This design comes from an exercise in tuning for small area, a short achievable clock period and few clock cycles per item on the open sky130 flow, not from production work.
Where RTL was checked, it was by simulation tests only, not by an equivalence proof against the original.
Power and IR drop assume default switching activity.

==> flow/design.v <==
module unpipelined_divider #
(
    parameter N = 32
)
(
    input wire [N-1:0] dividend,
    input wire [N-1:0] divisor,
    input wire start,
    input wire rst,
    input wire clk,
    output wire [N-1:0] quotient,
    output wire [N-1:0] remainder,
    output reg done
);
    reg [N-1:0] rem_reg;    
    reg [N-1:0] dq_reg;     
    reg [4:0]   cnt;        
    reg         busy;
    wire d_nz = |divisor;
    wire sk3 = (|divisor[31:24]) | (d_nz & ~(|dividend[31:8]));
    wire sk2 = (|divisor[31:16]) | (d_nz & ~(|dividend[31:16]));
    wire sk1 = (|divisor[31:8])  | (d_nz & ~(|dividend[31:24]));
    wire [1:0] sh = sk3 ? 2'd3 : sk2 ? 2'd2 : sk1 ? 2'd1 : 2'd0;
    wire [2*N-1:0] load = {{N{1'b0}}, dividend} << {sh, 3'b000};
    wire [N:0] t = {rem_reg, dq_reg[N-1]};
    wire [N-1:0] r_step;
    wire ge;
    div_step #(.N(N)) step (.t(t), .divisor(divisor), .r(r_step), .ge(ge));
    always @(posedge clk) begin
        if (start) begin
            rem_reg <= load[2*N-1:N];
            dq_reg  <= load[N-1:0];
        end else begin
            rem_reg <= r_step;
            dq_reg  <= {dq_reg[N-2:0], ge};
        end
    end
    always @(posedge clk or posedge rst) begin
        if (rst) begin
            busy <= 1'b0;
            done <= 1'b0;
            cnt  <= 5'd0;
        end else begin
            done <= busy && (cnt == 5'd31);
            if (start) begin
                busy <= 1'b1;
                cnt  <= {sh, 3'b000};
            end else if (busy) begin
                cnt <= cnt + 5'd1;
                if (cnt == 5'd31) busy <= 1'b0;
            end
        end
    end
    assign quotient  = dq_reg;
    assign remainder = rem_reg;
endmodule
module div_step #(parameter N = 32) (
    input  wire [N:0]   t,
    input  wire [N-1:0] divisor,
    output wire [N-1:0] r,
    output wire         ge
);
    wire [N-1:0] p = ~(t[N-1:0] ^ divisor);
    wire [N-1:0] g0 = t[N-1:0] & ~divisor;
    wire [N-1:0] gi = {g0[N-1:1], g0[0] | p[0]};
    wire [N-1:0] G [0:5];
    wire [N-1:0] P [0:5];
    assign G[0] = gi;
    assign P[0] = p;
    genvar l, i;
    generate
        for (l = 0; l < 5; l = l + 1) begin : lvl
            for (i = 0; i < N; i = i + 1) begin : bitp
                if ((i >> l) & 1) begin : comb
                    assign G[l+1][i] = G[l][i] | (P[l][i] & G[l][((i >> l) << l) - 1]);
                    assign P[l+1][i] = P[l][i] & P[l][((i >> l) << l) - 1];
                end else begin : pass
                    assign G[l+1][i] = G[l][i];
                    assign P[l+1][i] = P[l][i];
                end
            end
        end
    endgenerate
    wire [N-1:0] cin  = {G[5][N-2:0], 1'b1};
    wire [N-1:0] diff = p ^ cin;
    assign       ge   = t[N] | G[5][N-1];
    assign r = ge ? diff : t[N-1:0];
endmodule
Settings: LEC_CHECK=0, CAP_MARGIN=20, CORE_MARGIN=2, CORE_UTILIZATION=40, CTS_BUF_LIST=sky130_fd_sc_hd__clkbuf_4 sky130_fd_sc_hd__clkbuf_8, SETUP_SLACK_MARGIN=0.5, SLEW_MARGIN=20; clock period 4.0 ns.
standard.sh (not shown) runs the stock make flow with config.mk's settings and CLKGATE_MAP_FILE= SYNTH_SCRIPT=/design/flow/synth_recipe.tcl, a recipe that flattens the netlist after the stock synthesis.
==> flow/flow/run.sh <==
#!/bin/bash
# The standard layout, with the port buffers set to the library's smallest
# plain buffer (buffer_ports otherwise picks a delay cell) and the settings
# below passed to the ORFS make.
set -euo pipefail
export BUFFER_PORTS_ARGS="-buffer_cell sky130_fd_sc_hd__buf_1"

bash standard.sh > standard.log 2>&1
The first run completed with no timing, DRC or antenna violations.
Testbench counts at the start, summed over its fixed seeds: cycles 10,456, items 512.
Edit:
Settings changed: CORE_UTILIZATION 40 to 70, SETUP_SLACK_MARGIN 0.5 to 1.0.
Wire length goes up by a few percent.
Utilization goes up by 38 points.
Final area goes up slightly.
Area after synthesis does not change.
Fmax goes up by a little under a tenth.
Sequential power goes up slightly.
Edit:
==> flow/flow/run.sh (replaced) <==
#!/bin/bash
# The standard layout (standard.sh) with two changes:
#  - the final ABC mapping of the standard synthesis uses flow/abc_map.script
#    (ORFS's speed script without its blanket upsizing);
#  - the port buffers are the library's smallest plain buffer (buffer_ports
#    otherwise picks a delay cell).
set -euo pipefail
here=$(pwd)
export FLOW_SYNTH_TCL=$here/synth_recipe.tcl
export MY_ABC_SCRIPT=$here/flow/abc_map.script
export BUFFER_PORTS_ARGS="-buffer_cell sky130_fd_sc_hd__buf_1"
sed "s#SYNTH_SCRIPT=[^ ]*#SYNTH_SCRIPT=$here/flow/my_synth.tcl#" standard.sh > my_standard.sh
grep -q "SYNTH_SCRIPT=$here/flow/my_synth.tcl" my_standard.sh
bash my_standard.sh > standard.log 2>&1
==> flow/flow/abc_map.script (new file) <==
&get -n
&st
&dch
&nf
&st
&syn2
&if -g -K 6
&synch2
&nf
&st
&syn2
&if -g -K 6
&synch2
&nf
&st
&syn2
&if -g -K 6
&synch2
&nf
&st
&syn2
&if -g -K 6
&synch2
&nf
&st
&syn2
&if -g -K 6
&synch2
&nf
&put
buffer -c
topo
stime -c

dnsize -c
==> flow/flow/my_synth.tcl (new file) <==
# The standard flow's synthesis (synth_recipe.tcl, unchanged), except that the final ABC
# technology mapping runs flow/abc_map.script instead of ORFS's speed script
proc abc {args} {
  set i [lsearch -exact $args -script]
  if {$i >= 0} {
    lset args [expr {$i + 1}] $::env(MY_ABC_SCRIPT)
  }
  yosys abc {*}$args
}
source $::env(FLOW_SYNTH_TCL)
Settings changed: CORE_UTILIZATION 70 to 55.
After rerunning:
- worst setup slack degrades by 13 ps
- register-to-register slack degrades by 20 ps
- design area barely changes
- global-route usage fell by 10 points
- utilization fell by 16 points
- clock-buffer cell count fell by 1
- routed wire length fell by a few percent
Edit:
==> flow/flow/run.sh (replaced) <==
#!/bin/bash
# The standard layout, with the port buffers set to the library's smallest
# plain buffer (buffer_ports otherwise picks a delay cell) and the settings
# below passed to the ORFS make.
set -euo pipefail
export BUFFER_PORTS_ARGS="-buffer_cell sky130_fd_sc_hd__buf_1"

bash standard.sh > standard.log 2>&1
Settings changed: ABC_AREA set to 1, CORE_UTILIZATION 55 to 40.
removed: flow/flow/abc_map.script
removed: flow/flow/my_synth.tcl
Outcome: Wire length climbs by about a fifth. Sequential share of layout area decreases by 2.2 points. Final area went up by roughly a tenth. Maximum frequency climbs by a few percent. Core utilization went down by 23 points. Cell count climbs by well over a third.

========
// unpipelined_divider: RTL as listed in full above, without the edits since
clock: 4.0 ns
lec_check: 0
cap_margin: 20
core_margin: 2
core_utilization: 55
cts_buf_list: sky130_fd_sc_hd__clkbuf_4 sky130_fd_sc_hd__clkbuf_8
setup_slack_margin: 1.0
slew_margin: 20
==> flow/flow/run.sh <==
#!/bin/bash
# The standard layout, with the port buffers set to the library's smallest
# plain buffer (buffer_ports otherwise picks a delay cell) and the settings
# below passed to the ORFS make.
set -euo pipefail
export BUFFER_PORTS_ARGS="-buffer_cell sky130_fd_sc_hd__buf_1"
export RECOVER_POWER=50
bash standard.sh > standard.log 2>&1
The starting point finished with capacitance limit, slew limit left.
Testbench counts at the start, summed over its fixed seeds: cycles 10,456, items 512.
Next try:
--- a/flow/flow/run.sh
+++ b/flow/flow/run.sh
@@ -7 +7 @@
-export RECOVER_POWER=50
+
- CTS_CLUSTER_DIAMETER: not set -> 200
- CTS_CLUSTER_SIZE: not set -> 40
- This time the run completed with no timing, DRC or antenna violations
- global-route usage is unchanged
- wire length is about the same
- worst setup slack improved by 0.054 ns
- core utilization barely changes
- clock skew hardly moves
- clock power stays flat
- critical path depth goes up by 1
- via count barely changes
- synthesized cell count is unchanged
- count of clock-buffer cells in the layout is unchanged
Next try:
- CTS_CLUSTER_DIAMETER: 200 -> not set
- CTS_CLUSTER_SIZE: 40 -> not set
- PLACE_DENSITY: not set -> 0.8
The new run completed without violations.
Final area climbs by 2.1%.
Clock-buffer cell count stays the same.
Sequential power hardly moves.
Worst hold slack improves by 0.017 ns.
Setup slack degrades by 0.073 ns.
Utilization climbs by 1.4 points.
Cell count climbs by 1.0%.
Register-to-register slack degrades by 0.07 ns.
Combinational power climbs by about 3%.
Area after synthesis stays the same.
Next try:
- CORE_UTILIZATION: 55 -> 40
- PLACE_DENSITY: 0.8 -> not set
- SETUP_SLACK_MARGIN: 1.0 -> 1.25
Result: Worst setup slack is better by 0.11 ns; die area went up by a quarter to a third; routed wire length went up by roughly a tenth; core utilization went down by 12 points; area after synthesis does not change; design area went up by roughly a tenth.
Next try:
- CORE_UTILIZATION: 40 -> 55
- SETUP_SLACK_MARGIN: 1.25 -> 1.0
- TNS_END_PERCENT: not set -> 20
Cell area went down by roughly a tenth. Power went down by about a fifth. Area after synthesis stays the same. Worst hold slack degrades by 0.018 ns. Global-route usage rose by 5.2 points. Via count decreases by a few percent. Utilization increases by 10 points. Clock skew came out higher by 0.0050 ns.

========
== build 28 ==
// unpipelined_divider: RTL as listed in full above, without the edits since
Settings: LEC_CHECK=0, CAP_MARGIN=20, CORE_MARGIN=2, CORE_UTILIZATION=40, CTS_BUF_LIST=sky130_fd_sc_hd__clkbuf_4 sky130_fd_sc_hd__clkbuf_8, SETUP_SLACK_MARGIN=1.0, SLEW_MARGIN=20; clock period 4.0 ns.
==> flow/flow/run.sh <==
#!/bin/bash
# The standard layout, with the port buffers set to the library's smallest
# plain buffer (buffer_ports otherwise picks a delay cell) and the settings
# below passed to the ORFS make.
set -euo pipefail
export BUFFER_PORTS_ARGS="-buffer_cell sky130_fd_sc_hd__buf_1"

bash standard.sh > standard.log 2>&1
Build 28: all stages complete, timing, DRC and antenna checks passed
Testbench counts of build 28, summed over its fixed seeds: cycles 10,456, items 512.
Modified inputs, build 7 compared to build 28
Settings: SETUP_SLACK_MARGIN: 1.0 -> 0.75.
[summary]
Setup slack in build 7 is smaller than in build 28. As far as number of nets in the synthesized netlist goes, build 7 and build 28 are indistinguishable; the numbers are identical. Clock sink count across build 7 and build 28: no real change. In the reports for build 7 and build 28, the smaller first-pass GRT wire length belongs to build 28. [compare] base=build 28 new=build 7: final core utilization fell 0.32 points; synthesized instance count about even.
Modified inputs, build 88 compared to build 7
Settings: a change of SETUP_SLACK_MARGIN from 0.75 to 1.1; a change of CORE_UTILIZATION from 40 to 55.
Build 88 reached the end of the flow, and the finished layout is clean on the timing, design-rule and antenna checks.
Summary of the comparison: worst setup slack is higher in build 88, relative to build 7.
Higher total area of multi-input combinational cells among build 88 and build 7: build 88
Going from build 7 to build 88, global-route usage moved up; well tap count went down about 27%; arithmetic-cell share of the synthesized area counting full adders, half adders and majority gates comparable; number of gates resized after CTS grew by 17.
Against build 7 as the reference, build 88 delivers a higher non-clock buffer count in the final layout.
Going from build 7 to build 88, the average wire per standard cell was found to have gone up by 0.89%.
Relative to build 88, the following input files were edited for build 83:
Settings: SETUP_SLACK_MARGIN: 1.1 -> 1.5; CORE_UTILIZATION: 55 -> 40.
==> notes.md <==
- Where smallest setup slack after layout is concerned, build 88 is better than build 83.
- Compared with build 88, build 83 is the more power-hungry design.
- Per the comparison of build 83 with build 88, overall routed net length moved up, vias per cell lost 0.18.
- Going from build 88 to build 83, fraction of area in registers shrank by 2.6 points, initial core utilization shrank by 15 points, detailed-routing iteration count for the pre-antenna-repair pass rose by 1, total number of nets in the final design increased by about 1.9% relative to the old numbers.

========
unpipelined_divider, a different RTL version from the one above (not shown whole).
Size in the first run: ~550 cells after synthesis, roughly 0.0046 mm² of cells after synthesis.
==> flow/config.mk <==
export PLATFORM = sky130hd
export DESIGN_NAME = unpipelined_divider
export DESIGN_NICKNAME = unpipelined_divider
export VERILOG_FILES = /design/flow/design.v
export SDC_FILE = /design/flow/constraint.sdc
export NUM_CORES = 4
export LEC_CHECK = 0
export CAP_MARGIN = 20
export CORE_MARGIN = 2
export CORE_UTILIZATION = 55
export CTS_BUF_LIST = sky130_fd_sc_hd__clkbuf_4 sky130_fd_sc_hd__clkbuf_8
export SETUP_SLACK_MARGIN = 0.8
export SLEW_MARGIN = 20
export SYNTH_HIERARCHICAL = 1
export SYNTH_MINIMUM_KEEP_SIZE = 0
==> flow/constraint.sdc <==
create_clock -name core_clock -period 4.0 [get_ports {clk}]
set_input_delay 0.8000 -clock core_clock [delete_from_list [all_inputs] [get_ports {clk}]]
set_output_delay 0.8000 -clock core_clock [all_outputs]
set_load 0.01 [all_outputs]
==> flow/flow/run.sh <==
#!/bin/bash
# The standard layout (standard.sh) with two changes:
#  - the final ABC mapping of the standard synthesis uses flow/abc_map.script
#    (ORFS's speed script without its blanket upsizing);
#  - the port buffers are the library's smallest plain buffer (buffer_ports
#    otherwise picks a delay cell).
set -euo pipefail
here=$(pwd)
export FLOW_SYNTH_TCL=$here/synth_recipe.tcl
export MY_ABC_SCRIPT=$here/flow/abc_map.script
export BUFFER_PORTS_ARGS="-buffer_cell sky130_fd_sc_hd__buf_1"
sed "s#SYNTH_SCRIPT=[^ ]*#SYNTH_SCRIPT=$here/flow/my_synth.tcl#" standard.sh > my_standard.sh
grep -q "SYNTH_SCRIPT=$here/flow/my_synth.tcl" my_standard.sh
bash my_standard.sh > standard.log 2>&1
==> flow/flow/abc_map.script <==
&get -n
&st
&dch
&nf
&st
&syn2
&if -g -K 6
&synch2
&nf
&st
&syn2
&if -g -K 6
&synch2
&nf
&st
&syn2
&if -g -K 6
&synch2
&nf
&st
&syn2
&if -g -K 6
&synch2
&nf
&st
&syn2
&if -g -K 6
&synch2
&nf
&put
buffer -c
topo
stime -c

dnsize -c
==> flow/flow/my_synth.tcl <==
# The standard flow's synthesis (synth_recipe.tcl, unchanged), except that the final ABC
# technology mapping runs flow/abc_map.script instead of ORFS's speed script
proc abc {args} {
  set i [lsearch -exact $args -script]
  if {$i >= 0} {
    lset args [expr {$i + 1}] $::env(MY_ABC_SCRIPT)
  }
  yosys abc {*}$args
}
source $::env(FLOW_SYNTH_TCL)
Next try:
- SETUP_SLACK_MARGIN: 0.8 -> 1.0
What happened:
- clock-buffer cell count stays the same
- register-to-register slack gains 0.15 ns
- final cell count barely changes
- core utilization barely changes
- area after synthesis is unchanged
Function was not checked in any run of this note: the RTL went through the layout flow alone.

========
Another version of the RTL of unpipelined_divider (not shown whole).
Size: ~130 I/O pins, ~0.0050 mm^2 of cells after synthesis.
export LEC_CHECK = 0
export CAP_MARGIN = 20
export CORE_MARGIN = 2
export CORE_UTILIZATION = 55
export CTS_BUF_LIST = sky130_fd_sc_hd__clkbuf_4 sky130_fd_sc_hd__clkbuf_8
export SETUP_SLACK_MARGIN = 2.0
export SLEW_MARGIN = 20
export SYNTH_HIERARCHICAL = 1
export SYNTH_MINIMUM_KEEP_SIZE = 0
create_clock -name core_clock -period 4.0 [get_ports {clk}]
Scripts as last shown in full above: flow/flow/run.sh, flow/flow/abc_map.script, flow/flow/my_synth.tcl
Rerun with:
Settings changed: SETUP_SLACK_MARGIN 2.0 to 1.25.
Outcome: Routed wire length is lower by well over a third; cell area came out lower by about a fifth; cell count fell by a few percent; worst hold slack gets better by 3.2 ps; critical path depth drops by 2; count of clock-buffer cells in the layout does not change.
Rerun with:
Settings changed: SETUP_SLACK_MARGIN 1.25 to 1.5.
- die area stays the same
- via count climbs by a few percent
- total power came out higher by roughly a tenth
- register-to-register slack is about the same
- worst hold slack loses 9.3 ps
No functional check of the RTL was part of any run of this note.

========
## P
unpipelined_divider, a different RTL version from the one above (not shown whole).
Size in the first run: roughly 550 cells after synthesis.
Design unpipelined_divider, start of the top module:
module unpipelined_divider #
(
    parameter N = 32
)
(
    input wire [N-1:0] dividend,
    input wire [N-1:0] divisor,
    input wire start,
    input wire rst,
    input wire clk,
    output wire [N-1:0] quotient,
    output wire [N-1:0] remainder,
    output reg done
);
==> flow/config.mk <==
export PLATFORM = sky130hd
export DESIGN_NAME = unpipelined_divider
export DESIGN_NICKNAME = unpipelined_divider
export VERILOG_FILES = /design/flow/design.v
export SDC_FILE = /design/flow/constraint.sdc
export NUM_CORES = 4
export LEC_CHECK = 0
export CAP_MARGIN = 20
export CORE_MARGIN = 2
export CORE_UTILIZATION = 65
export CTS_BUF_LIST = sky130_fd_sc_hd__clkbuf_4 sky130_fd_sc_hd__clkbuf_8
export SETUP_SLACK_MARGIN = 1.0
export SLEW_MARGIN = 20
export SYNTH_HIERARCHICAL = 1
export SYNTH_MINIMUM_KEEP_SIZE = 0
==> flow/constraint.sdc <==
create_clock -name core_clock -period 4.0 [get_ports {clk}]
set_input_delay 0.8000 -clock core_clock [delete_from_list [all_inputs] [get_ports {clk}]]
set_output_delay 0.8000 -clock core_clock [all_outputs]
set_load 0.01 [all_outputs]
Scripts as last shown in full above: flow/flow/run.sh, flow/flow/abc_map.script, flow/flow/my_synth.tcl
Testbench counts of P, summed over its fixed seeds: cycles 10,456, items 512.
## Diff of input files: Q against P
Settings: CORE_UTILIZATION now 55, was 65; SETUP_SLACK_MARGIN now 1.25, was 1.0.
## What came out
Q vs P, critical path capture point: x_reg vs rem_reg[0]
Q vs. P: global-route wire length before repair went down 860 um; aggregate routed wire length went down about 1%; fmax went up 0.36%.
Power share of the clock group: Q < P
Re final worst hold slack: P and Q aren't equal, and the higher value belongs to Q.
In the tables for P and Q, total power reads lower with P.
Area: Q vs P -> Q larger
Reg2reg setup slack: Q > P
Die span in y up 8.3% in Q wrt P
Setup changes, Q to R
Settings: SETUP_SLACK_MARGIN changed from 1.25 to 1.0; CORE_UTILIZATION changed from 55 to 50.
Notes after the runs:
- Re share of final layout cell area taken by non-clock buffers: Q and R aren't equal, and the lower value belongs to R.
- Per the comparison of R with Q, average routed wire per standard cell now sits higher; maximum achievable frequency now sits lower; setup skew after layout now sits higher; global-route usage now sits lower; total power of the final layout now sits lower.
- Transition time at the pin with the least slew margin in R is 0.048 ns higher than in Q
- Note that the cell area recorded for R amounts to 0.942 times the value seen in Q.
- Total half-perimeter wirelength after legalization and detailed placement: R worse than Q
- R ended with less headroom to the max-slew limit than Q.
#### Input delta (S over R)
Settings: changing CORE_UTILIZATION from 50 to 55.
- As far as H-tree depth goes, R and S are indistinguishable; the numbers are identical.
- Of R and S, the run reporting the lower design internal power was S.
- As far as number of remaining DRC errors goes, S and R are indistinguishable; the numbers are identical.
- Maximum clock frequency ends up higher on S.
- Portion of total power attributed to combinational logic (lower): S
diff inputs: S => T
Settings: CORE_UTILIZATION changed from 55 to 60.
[summary]
- T completed end to end with timing, DRC and antenna clean.
- Comparing S with T, the total power came out essentially unchanged.
- Re depth of the worst register-to-register path: no difference whatsoever between S and T.
- Between T and S, the number of non-clock buffers in the layout is lower for T.
- The routing usage on met1 reported for T is greater than that of S by 2.1 points.
- Via count: T vs S down 20
- The sequential share of layout area of S and that of T are within noise of each other.
- The wire length per cell was comparable across T and S.
- T vs. S: post-layout minimum cycle time went up by 0.0032 ns.

## static timing again, ports no longer ideal
In the flow no input, the clock included, has a driving cell. The finished layouts below were timed again as built, in two steps.
Step 1 sets driving cells, clkbuf_16 on the clock port and buf_2 on the other inputs (assumed; they add their load-dependent delay and slew).
Step 2 times the ports against the registers' clock, not the clock port: input delays grow and output delays shrink by t, the midpoint of the rising clock arrivals with the driver on.
Slacks: ideal ports / drivers / drivers and shift; pairs: ideal ports / drivers.
| run | t (ns) | setup slack, ns | hold slack, ns | worst setup path at the end | pins driven straight from the clock port |
|---|---|---|---|---|---|
| the first run of note 1 | 0.385 | 0.776 / 0.783 / 0.398 | 0.330 / 0.320 / 0.473 | input to register | 1 |
| the second run of note 1 | 0.380 | 1.025 / 1.037 / 0.657 | 0.331 / 0.316 / 0.474 | input to register | 1 |
| the third run of note 1 | 0.384 | 1.012 / 1.022 / 0.639 | 0.345 / 0.329 / 0.467 | input to register | 1 |
| the fourth run of note 1 | 0.401 | 1.192 / 1.207 / 0.806 | 0.316 / 0.300 / 0.459 | input to register | 1 |
| the first run of note 2 | 0.393 | 1.050 / 1.064 / 0.671 | 0.309 / 0.294 / 0.463 | input to register | 1 |
| the second run of note 2 | 0.391 | 1.104 / 1.107 / 0.717 | 0.310 / 0.296 / 0.460 | input to register | 1 |
| the third run of note 2 | 0.394 | 1.032 / 1.040 / 0.647 | 0.327 / 0.324 / 0.478 | input to register | 1 |
| the fourth run of note 2 | 0.386 | 1.140 / 1.133 / 0.748 | 0.342 / 0.330 / 0.476 | input to register | 1 |
| the fifth run of note 2 | 0.390 | 1.030 / 1.043 / 0.654 | 0.325 / 0.311 / 0.465 | input to register | 1 |
| build 28 | 0.386 | 1.048 / 1.057 / 0.671 | 0.322 / 0.316 / 0.460 | input to register | 1 |
| build 7 | 0.385 | 0.899 / 0.907 / 0.522 | 0.331 / 0.321 / 0.471 | input to register | 1 |
| build 88 | 0.386 | 1.111 / 1.113 / 0.727 | 0.326 / 0.314 / 0.483 | input to register | 1 |
| build 83 | 0.386 | 1.100 / 1.092 / 0.706 | 0.330 / 0.318 / 0.471 | input to register | 1 |
| the first run of note 4 | 0.384 | 1.033 / 1.048 / 0.664 | 0.327 / 0.312 / 0.466 | input to register | 1 |
| the second run of note 4 | 0.383 | 1.192 / 1.205 / 0.823 | 0.332 / 0.319 / 0.463 | input to register | 1 |
| the first run of note 5 | 0.401 | 1.154 / 1.167 / 0.767 | 0.319 / 0.300 / 0.481 | input to register | 1 |
| the second run of note 5 | 0.380 | 1.112 / 1.116 / 0.736 | 0.323 / 0.310 / 0.462 | input to register | 1 |
| the third run of note 5 | 0.392 | 1.399 / 1.393 / 1.001 | 0.313 / 0.305 / 0.460 | input to register | 1 |
| P | 0.368 | 1.210 / 1.219 / 0.850 | 0.346 / 0.337 / 0.466 | input to register | 1 |
| Q | 0.371 | 1.220 / 1.234 / 0.863 | 0.358 / 0.346 / 0.453 | input to register | 1 |
| R | 0.380 | 1.179 / 1.190 / 0.810 | 0.327 / 0.313 / 0.460 | input to register | 1 |
| S | 0.383 | 1.226 / 1.234 / 0.851 | 0.335 / 0.329 / 0.459 | input to register | 1 |
| T | 0.370 | 1.223 / 1.236 / 0.865 | 0.363 / 0.352 / 0.459 | input to register | 1 |
The setup slack of the third run of note 5, which loses most, moves by -0.006 ns with the drivers and by -0.398 ns with both steps.
